Context: an optimization exercise on an open-source flow, tuned for small area and a short achievable clock period. The choices shown serve that exercise and are no tape-out recipe.
No functional check of the RTL was part of this run.
Power is estimated from default activity; no workload was simulated.

==> flow/design.v <==
module processelement (
  input  wire [7:0]  a,
  input  wire [7:0]  b,
  input  wire        keep,
  input  wire        clr,
  input  wire        rq,
  input  wire        rn,
  input  wire [23:0] s,
  output wire [23:0] ns,
  output wire [15:0] o
);
  wire n1;
  g_nand2 u1 (.a(a[0]), .b(b[0]), .y(n1));
  wire n2;
  g_nand2 u2 (.a(a[0]), .b(b[1]), .y(n2));
  wire n3;
  g_nand2 u3 (.a(a[0]), .b(b[2]), .y(n3));
  wire n4;
  g_nand2 u4 (.a(a[0]), .b(b[3]), .y(n4));
  wire n5;
  g_nand2 u5 (.a(a[0]), .b(b[4]), .y(n5));
  wire n6;
  g_nand2 u6 (.a(a[0]), .b(b[5]), .y(n6));
  wire n7;
  g_nand2 u7 (.a(a[0]), .b(b[6]), .y(n7));
  wire n8;
  g_nand2 u8 (.a(a[0]), .b(b[7]), .y(n8));
  wire n9;
  g_nand2 u9 (.a(a[1]), .b(b[0]), .y(n9));
  wire n10;
  g_nand2 u10 (.a(a[1]), .b(b[1]), .y(n10));
  wire n11;
  g_nand2 u11 (.a(a[1]), .b(b[2]), .y(n11));
  wire n12;
  g_nand2 u12 (.a(a[1]), .b(b[3]), .y(n12));
  wire n13;
  g_nand2 u13 (.a(a[1]), .b(b[4]), .y(n13));
  wire n14;
  g_nand2 u14 (.a(a[1]), .b(b[5]), .y(n14));
  wire n15;
  g_nand2 u15 (.a(a[1]), .b(b[6]), .y(n15));
  wire n16;
  g_nand2 u16 (.a(a[1]), .b(b[7]), .y(n16));
  wire n17;
  g_nand2 u17 (.a(a[2]), .b(b[0]), .y(n17));
  wire n18;
  g_nand2 u18 (.a(a[2]), .b(b[1]), .y(n18));
  wire n19;
  g_nand2 u19 (.a(a[2]), .b(b[2]), .y(n19));
  wire n20;
  g_nand2 u20 (.a(a[2]), .b(b[3]), .y(n20));
  wire n21;
  g_nand2 u21 (.a(a[2]), .b(b[4]), .y(n21));
  wire n22;
  g_nand2 u22 (.a(a[2]), .b(b[5]), .y(n22));
  wire n23;
  g_nand2 u23 (.a(a[2]), .b(b[6]), .y(n23));
  wire n24;
  g_nand2 u24 (.a(a[2]), .b(b[7]), .y(n24));
  wire n25;
  g_nand2 u25 (.a(a[3]), .b(b[0]), .y(n25));
  wire n26;
  g_nand2 u26 (.a(a[3]), .b(b[1]), .y(n26));
  wire n27;
  g_nand2 u27 (.a(a[3]), .b(b[2]), .y(n27));
  wire n28;
  g_nand2 u28 (.a(a[3]), .b(b[3]), .y(n28));
  wire n29;
  g_nand2 u29 (.a(a[3]), .b(b[4]), .y(n29));
  wire n30;
  g_nand2 u30 (.a(a[3]), .b(b[5]), .y(n30));
  wire n31;
  g_nand2 u31 (.a(a[3]), .b(b[6]), .y(n31));
  wire n32;
  g_nand2 u32 (.a(a[3]), .b(b[7]), .y(n32));
  wire n33;
  g_nand2 u33 (.a(a[4]), .b(b[0]), .y(n33));
  wire n34;
  g_nand2 u34 (.a(a[4]), .b(b[1]), .y(n34));
  wire n35;
  g_nand2 u35 (.a(a[4]), .b(b[2]), .y(n35));
  wire n36;
  g_nand2 u36 (.a(a[4]), .b(b[3]), .y(n36));
  wire n37;
  g_nand2 u37 (.a(a[4]), .b(b[4]), .y(n37));
  wire n38;
  g_nand2 u38 (.a(a[4]), .b(b[5]), .y(n38));
  wire n39;
  g_nand2 u39 (.a(a[4]), .b(b[6]), .y(n39));
  wire n40;
  g_nand2 u40 (.a(a[4]), .b(b[7]), .y(n40));
  wire n41;
  g_nand2 u41 (.a(a[5]), .b(b[0]), .y(n41));
  wire n42;
  g_nand2 u42 (.a(a[5]), .b(b[1]), .y(n42));
  wire n43;
  g_nand2 u43 (.a(a[5]), .b(b[2]), .y(n43));
  wire n44;
  g_nand2 u44 (.a(a[5]), .b(b[3]), .y(n44));
  wire n45;
  g_nand2 u45 (.a(a[5]), .b(b[4]), .y(n45));
  wire n46;
  g_nand2 u46 (.a(a[5]), .b(b[5]), .y(n46));
  wire n47;
  g_nand2 u47 (.a(a[5]), .b(b[6]), .y(n47));
  wire n48;
  g_nand2 u48 (.a(a[5]), .b(b[7]), .y(n48));
  wire n49;
  g_nand2 u49 (.a(a[6]), .b(b[0]), .y(n49));
  wire n50;
  g_nand2 u50 (.a(a[6]), .b(b[1]), .y(n50));
  wire n51;
  g_nand2 u51 (.a(a[6]), .b(b[2]), .y(n51));
  wire n52;
  g_nand2 u52 (.a(a[6]), .b(b[3]), .y(n52));
  wire n53;
  g_nand2 u53 (.a(a[6]), .b(b[4]), .y(n53));
  wire n54;
  g_nand2 u54 (.a(a[6]), .b(b[5]), .y(n54));
  wire n55;
  g_nand2 u55 (.a(a[6]), .b(b[6]), .y(n55));
  wire n56;
  g_nand2 u56 (.a(a[6]), .b(b[7]), .y(n56));
  wire n57;
  g_nand2 u57 (.a(a[7]), .b(b[0]), .y(n57));
  wire n58;
  g_nand2 u58 (.a(a[7]), .b(b[1]), .y(n58));
  wire n59;
  g_nand2 u59 (.a(a[7]), .b(b[2]), .y(n59));
  wire n60;
  g_nand2 u60 (.a(a[7]), .b(b[3]), .y(n60));
  wire n61;
  g_nand2 u61 (.a(a[7]), .b(b[4]), .y(n61));
  wire n62;
  g_nand2 u62 (.a(a[7]), .b(b[5]), .y(n62));
  wire n63;
  g_nand2 u63 (.a(a[7]), .b(b[6]), .y(n63));
  wire n64;
  g_nand2 u64 (.a(a[7]), .b(b[7]), .y(n64));
  wire n65;
  g_xnor2 u65 (.a(fa5), .b(n6), .y(n65));
  wire n66;
  g_or2 u66 (.a(fa5), .b(n6), .y(n66));
  wire n67;
  wire n68;
  g_fa u68 (.a(fa6), .b(n7), .c(n14), .s(n67), .co(n68));
  wire n69;
  g_xnor2 u69 (.a(n21), .b(n28), .y(n69));
  wire n70;
  g_or2 u70 (.a(n21), .b(n28), .y(n70));
  wire n71;
  wire n72;
  g_fa u72 (.a(fa7), .b(n8), .c(n15), .s(n71), .co(n72));
  wire n73;
  wire n74;
  g_fa u74 (.a(n22), .b(n29), .c(n36), .s(n73), .co(n74));
  wire n75;
  g_xnor2 u75 (.a(n43), .b(n50), .y(n75));
  wire n76;
  g_or2 u76 (.a(n43), .b(n50), .y(n76));
  wire n77;
  wire n78;
  g_fa u78 (.a(n16), .b(n23), .c(n30), .s(n77), .co(n78));
  wire n79;
  wire n80;
  g_fa u80 (.a(n37), .b(n44), .c(n51), .s(n79), .co(n80));
  wire n81;
  g_xnor2 u81 (.a(n58), .b(fa8), .y(n81));
  wire n82;
  g_or2 u82 (.a(n58), .b(fa8), .y(n82));
  wire n83;
  wire n84;
  g_fa u84 (.a(n24), .b(n31), .c(n38), .s(n83), .co(n84));
  wire n85;
  wire n86;
  g_fa u86 (.a(n45), .b(n52), .c(n59), .s(n85), .co(n86));
  wire n87;
  wire n88;
  g_fa u88 (.a(n32), .b(n39), .c(n46), .s(n87), .co(n88));
  wire n89;
  g_xnor2 u89 (.a(fa3), .b(n4), .y(n89));
  wire n90;
  g_or2 u90 (.a(fa3), .b(n4), .y(n90));
  wire n91;
  wire n92;
  g_fa u92 (.a(fa4), .b(n5), .c(n12), .s(n91), .co(n92));
  wire n93;
  g_xnor2 u93 (.a(n19), .b(n26), .y(n93));
  wire n94;
  g_or2 u94 (.a(n19), .b(n26), .y(n94));
  wire n95;
  wire n96;
  g_fa u96 (.a(n13), .b(n20), .c(n27), .s(n95), .co(n96));
  wire n97;
  wire n98;
  g_fa u98 (.a(n34), .b(n41), .c(n65), .s(n97), .co(n98));
  wire n99;
  wire n100;
  g_fa u100 (.a(n35), .b(n42), .c(n49), .s(n99), .co(n100));
  wire n101;
  wire n102;
  g_fa u102 (.a(n66), .b(n69), .c(n67), .s(n101), .co(n102));
  wire n103;
  wire n104;
  g_fa u104 (.a(n57), .b(n70), .c(n75), .s(n103), .co(n104));
  wire n105;
  wire n106;
  g_fa u106 (.a(n68), .b(n71), .c(n73), .s(n105), .co(n106));
  wire n107;
  wire n108;
  g_fa u108 (.a(n76), .b(n72), .c(n74), .s(n107), .co(n108));
  wire n109;
  wire n110;
  g_fa u110 (.a(n77), .b(n79), .c(n81), .s(n109), .co(n110));
  wire n111;
  wire n112;
  g_fa u112 (.a(fa9), .b(n78), .c(n80), .s(n111), .co(n112));
  wire n113;
  wire n114;
  g_fa u114 (.a(n83), .b(n85), .c(n82), .s(n113), .co(n114));
  wire n115;
  wire n116;
  g_fa u116 (.a(n53), .b(n60), .c(fa10), .s(n115), .co(n116));
  wire n117;
  wire n118;
  g_fa u118 (.a(n84), .b(n86), .c(n87), .s(n117), .co(n118));
  wire n119;
  wire n120;
  g_fa u120 (.a(n40), .b(n47), .c(n54), .s(n119), .co(n120));
  wire n121;
  wire n122;
  g_fa u122 (.a(n61), .b(fa11), .c(n88), .s(n121), .co(n122));
  wire n123;
  wire n124;
  g_fa u124 (.a(n48), .b(n55), .c(n62), .s(n123), .co(n124));
  wire n125;
  g_xnor2 u125 (.a(fa2), .b(n3), .y(n125));
  wire n126;
  g_or2 u126 (.a(fa2), .b(n3), .y(n126));
  wire n127;
  wire n128;
  g_fa u128 (.a(n11), .b(n18), .c(n25), .s(n127), .co(n128));
  wire n129;
  wire n130;
  g_fa u130 (.a(n33), .b(n90), .c(n93), .s(n129), .co(n130));
  wire n131;
  wire n132;
  g_fa u132 (.a(n94), .b(n92), .c(n95), .s(n131), .co(n132));
  wire n133;
  wire n134;
  g_fa u134 (.a(n96), .b(n99), .c(n98), .s(n133), .co(n134));
  wire n135;
  wire n136;
  g_fa u136 (.a(n100), .b(n103), .c(n102), .s(n135), .co(n136));
  wire n137;
  wire n138;
  g_fa u138 (.a(n104), .b(n106), .c(n107), .s(n137), .co(n138));
  wire n139;
  wire n140;
  g_fa u140 (.a(n108), .b(n111), .c(n110), .s(n139), .co(n140));
  wire n141;
  wire n142;
  g_fa u142 (.a(n112), .b(n115), .c(n117), .s(n141), .co(n142));
  wire n143;
  wire n144;
  g_fa u144 (.a(n119), .b(n116), .c(n118), .s(n143), .co(n144));
  wire n145;
  wire n146;
  g_fa u146 (.a(fa12), .b(n120), .c(n123), .s(n145), .co(n146));
  wire n147;
  wire n148;
  g_fa u148 (.a(n56), .b(n63), .c(fa13), .s(n147), .co(n148));
  wire n149;
  g_xnor2 u149 (.a(fa1), .b(n2), .y(n149));
  wire n150;
  g_or2 u150 (.a(fa1), .b(n2), .y(n150));
  wire n151;
  wire n152;
  g_fa u152 (.a(n10), .b(n17), .c(n125), .s(n151), .co(n152));
  wire n153;
  wire n154;
  g_fa u154 (.a(n126), .b(n89), .c(n127), .s(n153), .co(n154));
  wire n155;
  wire n156;
  g_fa u156 (.a(n128), .b(n91), .c(n129), .s(n155), .co(n156));
  wire n157;
  wire n158;
  g_fa u158 (.a(n130), .b(n97), .c(n131), .s(n157), .co(n158));
  wire n159;
  wire n160;
  g_fa u160 (.a(n132), .b(n101), .c(n133), .s(n159), .co(n160));
  wire n161;
  wire n162;
  g_fa u162 (.a(n105), .b(n134), .c(n135), .s(n161), .co(n162));
  wire n163;
  wire n164;
  g_fa u164 (.a(n109), .b(n136), .c(n137), .s(n163), .co(n164));
  wire n165;
  wire n166;
  g_fa u166 (.a(n113), .b(n138), .c(n139), .s(n165), .co(n166));
  wire n167;
  wire n168;
  g_fa u168 (.a(n114), .b(n140), .c(n141), .s(n167), .co(n168));
  wire n169;
  wire n170;
  g_fa u170 (.a(n121), .b(n142), .c(n143), .s(n169), .co(n170));
  wire n171;
  wire n172;
  g_fa u172 (.a(n122), .b(n145), .c(n144), .s(n171), .co(n172));
  wire n173;
  wire n174;
  g_fa u174 (.a(n124), .b(n147), .c(n146), .s(n173), .co(n174));
  wire n175;
  wire n176;
  g_fa u176 (.a(n64), .b(fa14), .c(n148), .s(n175), .co(n176));
  wire n177;
  g_xnor2 u177 (.a(fa0), .b(n1), .y(n177));
  wire n178;
  g_nor2 u178 (.a(fa0), .b(n1), .y(n178));
  wire n179;
  g_xor2 u179 (.a(n149), .b(n9), .y(n179));
  wire n180;
  g_nor2 u180 (.a(n149), .b(n9), .y(n180));
  wire n181;
  g_xnor2 u181 (.a(n179), .b(n178), .y(n181));
  wire n182;
  g_aoi21 u182 (.a1(n179), .a2(n178), .b1(n180), .y(n182));
  wire n183;
  g_xnor2 u183 (.a(n150), .b(n151), .y(n183));
  wire n184;
  g_or2 u184 (.a(n150), .b(n151), .y(n184));
  wire n185;
  g_xnor2 u185 (.a(n183), .b(n182), .y(n185));
  wire n186;
  g_oai21 u186 (.a1(n183), .a2(n182), .b1(n184), .y(n186));
  wire n187;
  g_xor2 u187 (.a(n152), .b(n153), .y(n187));
  wire n188;
  g_nor2 u188 (.a(n152), .b(n153), .y(n188));
  wire n189;
  g_xnor2 u189 (.a(n187), .b(n186), .y(n189));
  wire n190;
  g_aoi21 u190 (.a1(n187), .a2(n186), .b1(n188), .y(n190));
  wire n191;
  g_xnor2 u191 (.a(n154), .b(n155), .y(n191));
  wire n192;
  g_or2 u192 (.a(n154), .b(n155), .y(n192));
  wire n193;
  g_xnor2 u193 (.a(n191), .b(n190), .y(n193));
  wire n194;
  g_oai21 u194 (.a1(n191), .a2(n190), .b1(n192), .y(n194));
  wire n195;
  g_xor2 u195 (.a(n156), .b(n157), .y(n195));
  wire n196;
  g_nor2 u196 (.a(n156), .b(n157), .y(n196));
  wire n197;
  g_xnor2 u197 (.a(n195), .b(n194), .y(n197));
  wire n198;
  g_aoi21 u198 (.a1(n195), .a2(n194), .b1(n196), .y(n198));
  wire n199;
  g_xnor2 u199 (.a(n158), .b(n159), .y(n199));
  wire n200;
  g_or2 u200 (.a(n158), .b(n159), .y(n200));
  wire n201;
  g_xnor2 u201 (.a(n199), .b(n198), .y(n201));
  wire n202;
  g_oai21 u202 (.a1(n199), .a2(n198), .b1(n200), .y(n202));
  wire n203;
  g_xor2 u203 (.a(n160), .b(n161), .y(n203));
  wire n204;
  g_nor2 u204 (.a(n160), .b(n161), .y(n204));
  wire n205;
  g_xnor2 u205 (.a(n203), .b(n202), .y(n205));
  wire n206;
  g_aoi21 u206 (.a1(n203), .a2(n202), .b1(n204), .y(n206));
  wire n207;
  g_xor2 u207 (.a(n176), .b(fa15), .y(n207));
  wire n208;
  g_xor2 u208 (.a(s[9]), .b(s[10]), .y(n208));
  wire n209;
  g_nor2 u209 (.a(s[9]), .b(s[10]), .y(n209));
  wire n210;
  g_xor2 u210 (.a(s[11]), .b(s[12]), .y(n210));
  wire n211;
  g_nor2 u211 (.a(s[11]), .b(s[12]), .y(n211));
  wire n212;
  g_xor2 u212 (.a(s[13]), .b(s[14]), .y(n212));
  wire n213;
  g_nor2 u213 (.a(s[13]), .b(s[14]), .y(n213));
  wire n214;
  g_xor2 u214 (.a(s[15]), .b(s[16]), .y(n214));
  wire n215;
  g_nor2 u215 (.a(s[15]), .b(s[16]), .y(n215));
  wire n216;
  g_xor2 u216 (.a(s[17]), .b(s[18]), .y(n216));
  wire n217;
  g_nor2 u217 (.a(s[17]), .b(s[18]), .y(n217));
  wire n218;
  g_xor2 u218 (.a(s[19]), .b(s[20]), .y(n218));
  wire n219;
  g_nor2 u219 (.a(s[19]), .b(s[20]), .y(n219));
  wire n220;
  g_xor2 u220 (.a(s[21]), .b(s[22]), .y(n220));
  wire n221;
  g_nor2 u221 (.a(s[21]), .b(s[22]), .y(n221));
  wire n222;
  g_inv u222 (.a(s[8]), .y(n222));
  wire n223;
  g_aoi21 u223 (.a1(n208), .a2(n222), .b1(n209), .y(n223));
  wire n224;
  g_aoi21 u224 (.a1(n210), .a2(n209), .b1(n211), .y(n224));
  wire n225;
  g_nand2 u225 (.a(n210), .b(n208), .y(n225));
  wire n226;
  g_aoi21 u226 (.a1(n212), .a2(n211), .b1(n213), .y(n226));
  wire n227;
  g_nand2 u227 (.a(n212), .b(n210), .y(n227));
  wire n228;
  g_aoi21 u228 (.a1(n214), .a2(n213), .b1(n215), .y(n228));
  wire n229;
  g_nand2 u229 (.a(n214), .b(n212), .y(n229));
  wire n230;
  g_aoi21 u230 (.a1(n216), .a2(n215), .b1(n217), .y(n230));
  wire n231;
  g_nand2 u231 (.a(n216), .b(n214), .y(n231));
  wire n232;
  g_aoi21 u232 (.a1(n218), .a2(n217), .b1(n219), .y(n232));
  wire n233;
  g_nand2 u233 (.a(n218), .b(n216), .y(n233));
  wire n234;
  g_aoi21 u234 (.a1(n220), .a2(n219), .b1(n221), .y(n234));
  wire n235;
  g_nand2 u235 (.a(n220), .b(n218), .y(n235));
  wire n236;
  g_nand2 u236 (.a(s[23]), .b(n221), .y(n236));
  wire n237;
  g_nand2 u237 (.a(s[23]), .b(n220), .y(n237));
  wire n238;
  g_oai21 u238 (.a1(n225), .a2(s[8]), .b1(n224), .y(n238));
  wire n239;
  g_oai21 u239 (.a1(n227), .a2(n223), .b1(n226), .y(n239));
  wire n240;
  g_oai21 u240 (.a1(n229), .a2(n224), .b1(n228), .y(n240));
  wire n241;
  g_nor2 u241 (.a(n229), .b(n225), .y(n241));
  wire n242;
  g_oai21 u242 (.a1(n231), .a2(n226), .b1(n230), .y(n242));
  wire n243;
  g_nor2 u243 (.a(n231), .b(n227), .y(n243));
  wire n244;
  g_oai21 u244 (.a1(n233), .a2(n228), .b1(n232), .y(n244));
  wire n245;
  g_nor2 u245 (.a(n233), .b(n229), .y(n245));
  wire n246;
  g_oai21 u246 (.a1(n235), .a2(n230), .b1(n234), .y(n246));
  wire n247;
  g_nor2 u247 (.a(n235), .b(n231), .y(n247));
  wire n248;
  g_oai21 u248 (.a1(n237), .a2(n232), .b1(n236), .y(n248));
  wire n249;
  g_nor2 u249 (.a(n237), .b(n233), .y(n249));
  wire n250;
  g_aoi21 u250 (.a1(n241), .a2(n222), .b1(n240), .y(n250));
  wire n251;
  g_inv u251 (.a(n223), .y(n251));
  wire n252;
  g_aoi21 u252 (.a1(n243), .a2(n251), .b1(n242), .y(n252));
  wire n253;
  g_aoi21 u253 (.a1(n245), .a2(n238), .b1(n244), .y(n253));
  wire n254;
  g_aoi21 u254 (.a1(n247), .a2(n239), .b1(n246), .y(n254));
  wire n255;
  g_aoi21 u255 (.a1(n249), .a2(n240), .b1(n248), .y(n255));
  wire n256;
  g_nand2 u256 (.a(n249), .b(n241), .y(n256));
  wire n257;
  g_oai21 u257 (.a1(n256), .a2(s[8]), .b1(n255), .y(n257));
  wire n258;
  g_xor2 u258 (.a(n208), .b(s[8]), .y(n258));
  wire n259;
  g_xor2 u259 (.a(n210), .b(n223), .y(n259));
  wire n260;
  g_xnor2 u260 (.a(n212), .b(n238), .y(n260));
  wire n261;
  g_xnor2 u261 (.a(n214), .b(n239), .y(n261));
  wire n262;
  g_xor2 u262 (.a(n216), .b(n250), .y(n262));
  wire n263;
  g_xor2 u263 (.a(n218), .b(n252), .y(n263));
  wire n264;
  g_xor2 u264 (.a(n220), .b(n253), .y(n264));
  wire n265;
  g_xor2 u265 (.a(s[23]), .b(n254), .y(n265));
  wire fa0;
  g_nor2 u266 (.a(s[0]), .b(rq), .y(o[0]));
  g_nand2 u267 (.a(o[0]), .b(keep), .y(fa0));
  wire fa1;
  g_nor2 u268 (.a(s[1]), .b(rq), .y(o[1]));
  g_nand2 u269 (.a(o[1]), .b(keep), .y(fa1));
  wire fa2;
  g_nor2 u270 (.a(s[2]), .b(rq), .y(o[2]));
  g_nand2 u271 (.a(o[2]), .b(keep), .y(fa2));
  wire fa3;
  g_nor2 u272 (.a(s[3]), .b(rq), .y(o[3]));
  g_nand2 u273 (.a(o[3]), .b(keep), .y(fa3));
  wire fa4;
  g_nor2 u274 (.a(s[4]), .b(rq), .y(o[4]));
  g_nand2 u275 (.a(o[4]), .b(keep), .y(fa4));
  wire fa5;
  g_nor2 u276 (.a(s[5]), .b(rq), .y(o[5]));
  g_nand2 u277 (.a(o[5]), .b(keep), .y(fa5));
  wire fa6;
  g_nor2 u278 (.a(s[6]), .b(rq), .y(o[6]));
  g_nand2 u279 (.a(o[6]), .b(keep), .y(fa6));
  wire fa7;
  g_nor2 u280 (.a(s[7]), .b(rq), .y(o[7]));
  g_nand2 u281 (.a(o[7]), .b(keep), .y(fa7));
  wire fa8;
  g_nor2 u282 (.a(n258), .b(rq), .y(o[8]));
  g_nand2 u283 (.a(o[8]), .b(keep), .y(fa8));
  wire fa9;
  g_nor2 u284 (.a(n259), .b(rq), .y(o[9]));
  g_nand2 u285 (.a(o[9]), .b(keep), .y(fa9));
  wire fa10;
  g_nor2 u286 (.a(n260), .b(rq), .y(o[10]));
  g_nand2 u287 (.a(o[10]), .b(keep), .y(fa10));
  wire fa11;
  g_nor2 u288 (.a(n261), .b(rq), .y(o[11]));
  g_nand2 u289 (.a(o[11]), .b(keep), .y(fa11));
  wire fa12;
  g_nor2 u290 (.a(n262), .b(rq), .y(o[12]));
  g_nand2 u291 (.a(o[12]), .b(keep), .y(fa12));
  wire fa13;
  g_nor2 u292 (.a(n263), .b(rq), .y(o[13]));
  g_nand2 u293 (.a(o[13]), .b(keep), .y(fa13));
  wire fa14;
  g_nor2 u294 (.a(n264), .b(rq), .y(o[14]));
  g_nand2 u295 (.a(o[14]), .b(keep), .y(fa14));
  wire fa15;
  g_nor2 u296 (.a(n265), .b(rq), .y(o[15]));
  g_nand2 u297 (.a(o[15]), .b(keep), .y(fa15));
  assign ns[0] = n177;
  assign ns[1] = n181;
  assign ns[2] = n185;
  assign ns[3] = n189;
  assign ns[4] = n193;
  assign ns[5] = n197;
  assign ns[6] = n201;
  assign ns[7] = n205;
  assign ns[8] = n206;
  assign ns[9] = n162;
  assign ns[10] = n163;
  assign ns[11] = n164;
  assign ns[12] = n165;
  assign ns[13] = n166;
  assign ns[14] = n167;
  assign ns[15] = n168;
  assign ns[16] = n169;
  assign ns[17] = n170;
  assign ns[18] = n171;
  assign ns[19] = n172;
  assign ns[20] = n173;
  assign ns[21] = n174;
  assign ns[22] = n175;
  assign ns[23] = n207;
endmodule
module g_aoi21 (input wire a1, a2, b1, output wire y);
  assign y = ~((a1 & a2) | b1);
endmodule
module g_fa (input wire a, b, c, output wire s, co);
  assign s = a ^ b ^ c;
  assign co = (a & b) | (a & c) | (b & c);
endmodule
module g_inv (input wire a, output wire y);
  assign y = ~a;
endmodule
module g_nand2 (input wire a, b, output wire y);
  assign y = ~(a & b);
endmodule
module g_nor2 (input wire a, b, output wire y);
  assign y = ~(a | b);
endmodule
module g_oai21 (input wire a1, a2, b1, output wire y);
  assign y = ~((a1 | a2) & b1);
endmodule
module g_or2 (input wire a, b, output wire y);
  assign y = a | b;
endmodule
module g_xnor2 (input wire a, b, output wire y);
  assign y = ~(a ^ b);
endmodule
module g_xor2 (input wire a, b, output wire y);
  assign y = a ^ b;
endmodule
module systolicCU
(
 input  wire clk, reset,
 input  wire [7:0] a1,
 output reg  clr1, clr2, clr4,
 output reg  keep1, keep2, keep4
);
  localparam s0 = 4'd0, s1 = 4'd1, s2 = 4'd2, s3 = 4'd3, s4 = 4'd4, s5 = 4'd5,
             s6 = 4'd6, s7 = 4'd7, s8 = 4'd8, s9 = 4'd9, s10 = 4'd10;
  reg [3:0] state_reg;
  reg [3:0] state_next;
  always @(*) begin
    case (state_reg)
      s0:      state_next = (a1 != 8'd0) ? s1 : s0;
      s10:     state_next = s3;
      default: state_next = (state_reg > s10) ? s0 : state_reg + 4'd1;
    endcase
  end
  always @(posedge clk) begin
    if (reset) state_reg <= s0;
    else       state_reg <= state_next;
    clr1  <= reset | (state_next == s8);
    clr2  <= reset | (state_next == s9);
    clr4  <= reset | (state_next == s10);
    keep1 <= ~(reset | (state_next == s8));
    keep2 <= ~(reset | (state_next == s9));
    keep4 <= ~(reset | (state_next == s10));
  end
endmodule
module systolictop
(
 input  wire clk, reset,
 input  wire [7:0] a1, a2, b1, b2,
 input  wire [2:0] i, j,
 output wire [15:0] c1, c2, c3, c4
);
  reg  [7:0]  a12, b13, a34, b24;
  reg         rst_q;       
  reg         rst_n;       
  reg  [23:0] s1, s2, s3, s4;
  wire [23:0] ns1, ns2, ns3, ns4;
  wire clr1, clr2, clr4, keep1, keep2, keep4;    
  systolicCU ctrl1 (.clk(clk), .reset(reset), .a1(a1), .clr1(clr1), .clr2(clr2), .clr4(clr4),
                    .keep1(keep1), .keep2(keep2), .keep4(keep4));
  always @(posedge clk) begin
    rst_q <= reset;
    rst_n <= ~reset;
    if (reset) begin
      a12 <= 8'd0; b13 <= 8'd0; a34 <= 8'd0; b24 <= 8'd0;
    end else begin
      a12 <= a1; b13 <= b1; a34 <= a2; b24 <= b2;
    end
  end
  processelement pe1 (.a(a1), .b(b1), .keep(keep1), .clr(clr1), .rq(rst_q), .rn(rst_n),
                      .s(s1), .ns(ns1), .o(c1));
  processelement pe2 (.a(a12), .b(b2), .keep(keep2), .clr(clr2), .rq(rst_q), .rn(rst_n),
                      .s(s2), .ns(ns2), .o(c2));
  processelement pe3 (.a(a2), .b(b13), .keep(keep2), .clr(clr2), .rq(rst_q), .rn(rst_n),
                      .s(s3), .ns(ns3), .o(c3));
  processelement pe4 (.a(a34), .b(b24), .keep(keep4), .clr(clr4), .rq(rst_q), .rn(rst_n),
                      .s(s4), .ns(ns4), .o(c4));
  always @(posedge clk) begin
    s1 <= ns1; s2 <= ns2; s3 <= ns3; s4 <= ns4;
  end
endmodule
==> flow/flow/run.sh <==
#!/bin/bash
# Layout flow: the standard flow (standard.sh: ORFS synthesis to the final layout) with
#  - the port buffers made of buf_2 instead of the cell buffer_ports picks by default,
#  - clock tree synthesis without dummy load cells,
#  - before floorplanning, combinational cells set to drive strength 1 (flow/downsize.tcl);
#    the flow's timing repair sizes up the ones that need it.
# ORFS writes each tool's log under orfs/logs; this script's own output goes to flow_run.log.
set -e
exec > flow_run.log 2>&1
export BUFFER_PORTS_ARGS="-buffer_cell sky130_fd_sc_hd__buf_2"
export CTS_ARGS="-sink_clustering_enable -repair_clock_nets -dont_use_dummy_load -buf_list {sky130_fd_sc_hd__clkbuf_4 sky130_fd_sc_hd__clkbuf_8}"
export PRE_FLOORPLAN_TCL="$(pwd)/flow/downsize.tcl"
bash standard.sh
==> flow/flow/downsize.tcl <==
# Before floorplanning: set the combinational cells that synthesis mapped at a drive strength
# above 1 back to strength 1. The timing repair steps of the flow size up the ones that need it.
set n 0
foreach inst [[ord::get_db_block] getInsts] {
  set m [[$inst getMaster] getName]
  if {[regexp {^sky130_fd_sc_hd__(a21oi|o21ai|nand2|nor2|xor2|xnor2|and2|or2|nor2b|nand3|inv|a21o|o21a|nand2b|and3|or3|nor3)_([2-9]|1[0-9])$} $m -> base sz]} {
    set target sky130_fd_sc_hd__${base}_1
    if {[get_lib_cells -quiet */$target] ne ""} {
      replace_cell [$inst getName] $target
      incr n
    }
  }
}
puts "downsize.tcl: $n cells set to drive strength 1"
==> flow/standard.sh <==
#!/bin/bash
# synth_recipe.tcl (not shown) runs the flow's synth.tcl, then flattens the netlist and writes it again
# the make line also repeats each setting of config.mk as NAME=value (left out here)
make -C /OpenROAD-flow-scripts/flow DESIGN_CONFIG=/design/flow/config.mk WORK_HOME=/design/flow/orfs CLKGATE_MAP_FILE= SYNTH_SCRIPT=/design/flow/synth_recipe.tcl "${@:-finish}"
==> flow/config.mk <==
export PLATFORM = sky130hd
export DESIGN_NAME = systolictop
export DESIGN_NICKNAME = systolictop
export VERILOG_FILES = /design/flow/design.v
export SDC_FILE = /design/flow/constraint.sdc
export NUM_CORES = 4
export LEC_CHECK = 0
export CAP_MARGIN = 20
export CORE_MARGIN = 2
export CORE_UTILIZATION = 60
export PLACE_DENSITY = 0.7
export SETUP_SLACK_MARGIN = 3.1
export SLEW_MARGIN = 20
export SYNTH_HIERARCHICAL = 1
export SYNTH_MINIMUM_KEEP_SIZE = 0
==> flow/constraint.sdc <==
create_clock -name core_clock -period 6.6 [get_ports {clk}]
set_input_delay 1.3200 -clock core_clock [delete_from_list [all_inputs] [get_ports {clk}]]
set_output_delay 1.3200 -clock core_clock [all_outputs]
set_load 0.01 [all_outputs]
==> reports/results.ini <==
[run_status]
status = finished clean

[synth]
postSynthCellCount = 1271
syn_avg_cell_area_um2 = 9.19
syn-num-nets = 1506
yosys_warnings = 8
syn_area_um2 = 11700

[flow_run]
maxCapViolations = 0

[cells_and_area]
drive_gt1_share_pct = 13.5
syn_to_final_growth_pct = 6.77
layout_commonest_cell = nand2_1
layout_common_cells = 338 x nand2_1, 186 x fa_1, 134 x dfxtp_1
nets = 1534
insertedDiodeCount = 0
fillers = 1679

[placement]
gp_congestion = 0.849
port_buffers = 97
dpl_worst_slack_ns = 2.60
dp_hpwl_um = 18400

[timing]
rsz0062_at_grt = yes
min_period_over_period_pct = 53.3
finalHoldViolCount = 0
setup_viol = 0
relSlewSlack_pct = 50.3
period_minus_slack_ns = 3.52
worst_pin_slew_ns = 0.745
drv_slew = 0
max_freq_ghz = 0.284
finalSetupTns_ns = 0
setup_ws_ns = 3.08
finClkSkew_ns = 0.0184

[setup_path]
rr_endpoint = s1[7]$_DFF_P_
end_kind = flip-flop
worstPathArrival_ns = 3.86
required_ns = 6.95
ff2ff_path_depth = 8
cp_max_fo = 8
rr_startpoint = ctrl1.keep1$_DFF_P_
critical_path.max_stage_delay_ns = 0.65
setup.worst_path.start = a1[3]
criticalPathCategory = input pin to flip-flop
cp_cell_sequence = buf_12 > nand2_4 > fa_1 > fa_1 > fa_2 > xor2_2 > a21oi_2 > o21ai_2 > xnor2_2
crit_slowest_cell = fa_2
start_kind = input pin
regToRegSetupSlack_ns = 3.21
crit_top_cell = fa_1
crit_path_end = s1[7]$_DFF_P_

[pwr]
powerDensity_nw_per_um2 = 280
ir_drop_v = 0.000164
p_leak_nw = 4.06
power_mw = 3.49

[die]
rows = 51
die_area_um2 = 20600
fp.dieW_um = 144
core-area_um2 = 19300
ios = 104
fp.dieH_um = 144
start_util_pct = 60.6

[global_routing]
met3_usage_pct = 3.97
overflow = 0
grt_max_degree = 41
grt_use_total_pct = 25.0
antenna_found_initial = 0
grt_pass1_wl_um = 40100
gr-usage-met1_pct = 34.5
use_met2_pct = 42.2
grt_pass1_vias = 8330
grt-busiest-layer = met2

[clock_tree]
clockBufferDepth = 2
insertion_delay_ns = 0.43
cts.sinks = 136
cts_tree = built
path_clk_slew_ns = 0.07
cts_buffers = 17
clockRootBuffer = clkbuf_8
hold_buffers = 0
htreeDepth = 4

[route]
drc = 0
routedWlPerCell_um = 15.6
viasPerCell = 5.30
dr_total_vias = 8271
drtIter0Drc = 462
first_pass_iters = 8
drt-total-wl_um = 24400
postRouteAntennaNets = 0

[worst_hold_path]
holdCritStartpoint = s3[0]$_DFF_P_
hold_class = flip-flop to flip-flop

worst max-delay path, delay by kind of cell:
kind,cells,cell delay (ns)
buf+inv,1,0.10
fa+ha+maj,3,1.70
xor+xnor,2,0.36
simple gates,1,0.05
compound gates,2,0.33
layout make-up:
cell class | count | area [µm²] | area share (%)
clock buffer | 17 | 234 | 1.88
inverter | 13 | 48.8 | 0.391
sequential | 136 | 2730 | 21.9
timing repair buffer | 108 | 701 | 5.62
multi-input combinational | 1023 | 8430 | 67.6
tap | 265 | 332 | 2.66
power breakdown:
group	switching [mW]	internal, mW
Clock	0.269	0.226
Sequential	0.153	1.04
Combinational	1.03	0.775
Total	1.45	2.04
worst min path at each step:
stage                                    end  slack, ns  cells after the start
3_5_place_dp                   s3[0]$_DFF_P_       0.54                      3
3_3_place_gp                   s3[0]$_DFF_P_       0.53                      3
4_1_cts                        s3[0]$_DFF_P_       0.55                      3
6_report                       s3[0]$_DFF_P_       0.55                      3
5_1_grt                        s1[0]$_DFF_P_       0.60                      3
2_1_floorplan  ctrl1.state_reg[2]$_SDFF_PP0_       0.57                      3
routing by layer:
metal	vias up	routed length, µm
met3	21	1050
li1	3906	-
met1	4122	10900
met4	0	258
met5	-	0
met2	222	12200
what timing repair did:
item / in CTS / in global routing
setup buffers: 0 / 9
gates resized for setup: 11 / 66
endpoints found under the setup margin: 9 / 14
pin swaps: 0 / 10
metrics by stage:
step	utilization (%)	cell area, µm²	std cells	hold slack [ns]
final	64.7	12500	1562	0.546
after global routing	64.7	12500	1562	0.596
after CTS	62.8	12100	1553	0.549
after detailed placement	61.4	11800	1536	0.537
after global placement	61.4	11800	1536	0.529
after floorplan	-	11800	1271	0.570

-- port drivers added, routing unchanged --
The results above use ideal ports. As a check the final layout listed here was re-extracted and re-timed, cells and wires unchanged. Step 1, drivers: a clkbuf_16 drives clk and a buf_2 each remaining input, both assumed. Step 2 also shifts input and output timing later by t, the mid clock arrival at the registers, as if the neighbouring blocks saw the same clock. Three values: no drivers, after step 1, after step 2; two values: the first two.
t (ns): 0.468
setup slack, ns: 3.083 / 3.063 / 2.595
worst setup path at the end: input to register
slew at the worst register clock pin (ns): 0.08 / 0.08
After both steps setup and hold are still met in this run. The setup slack of this run moves by -0.020 ns with the drivers and by -0.488 ns with both steps.
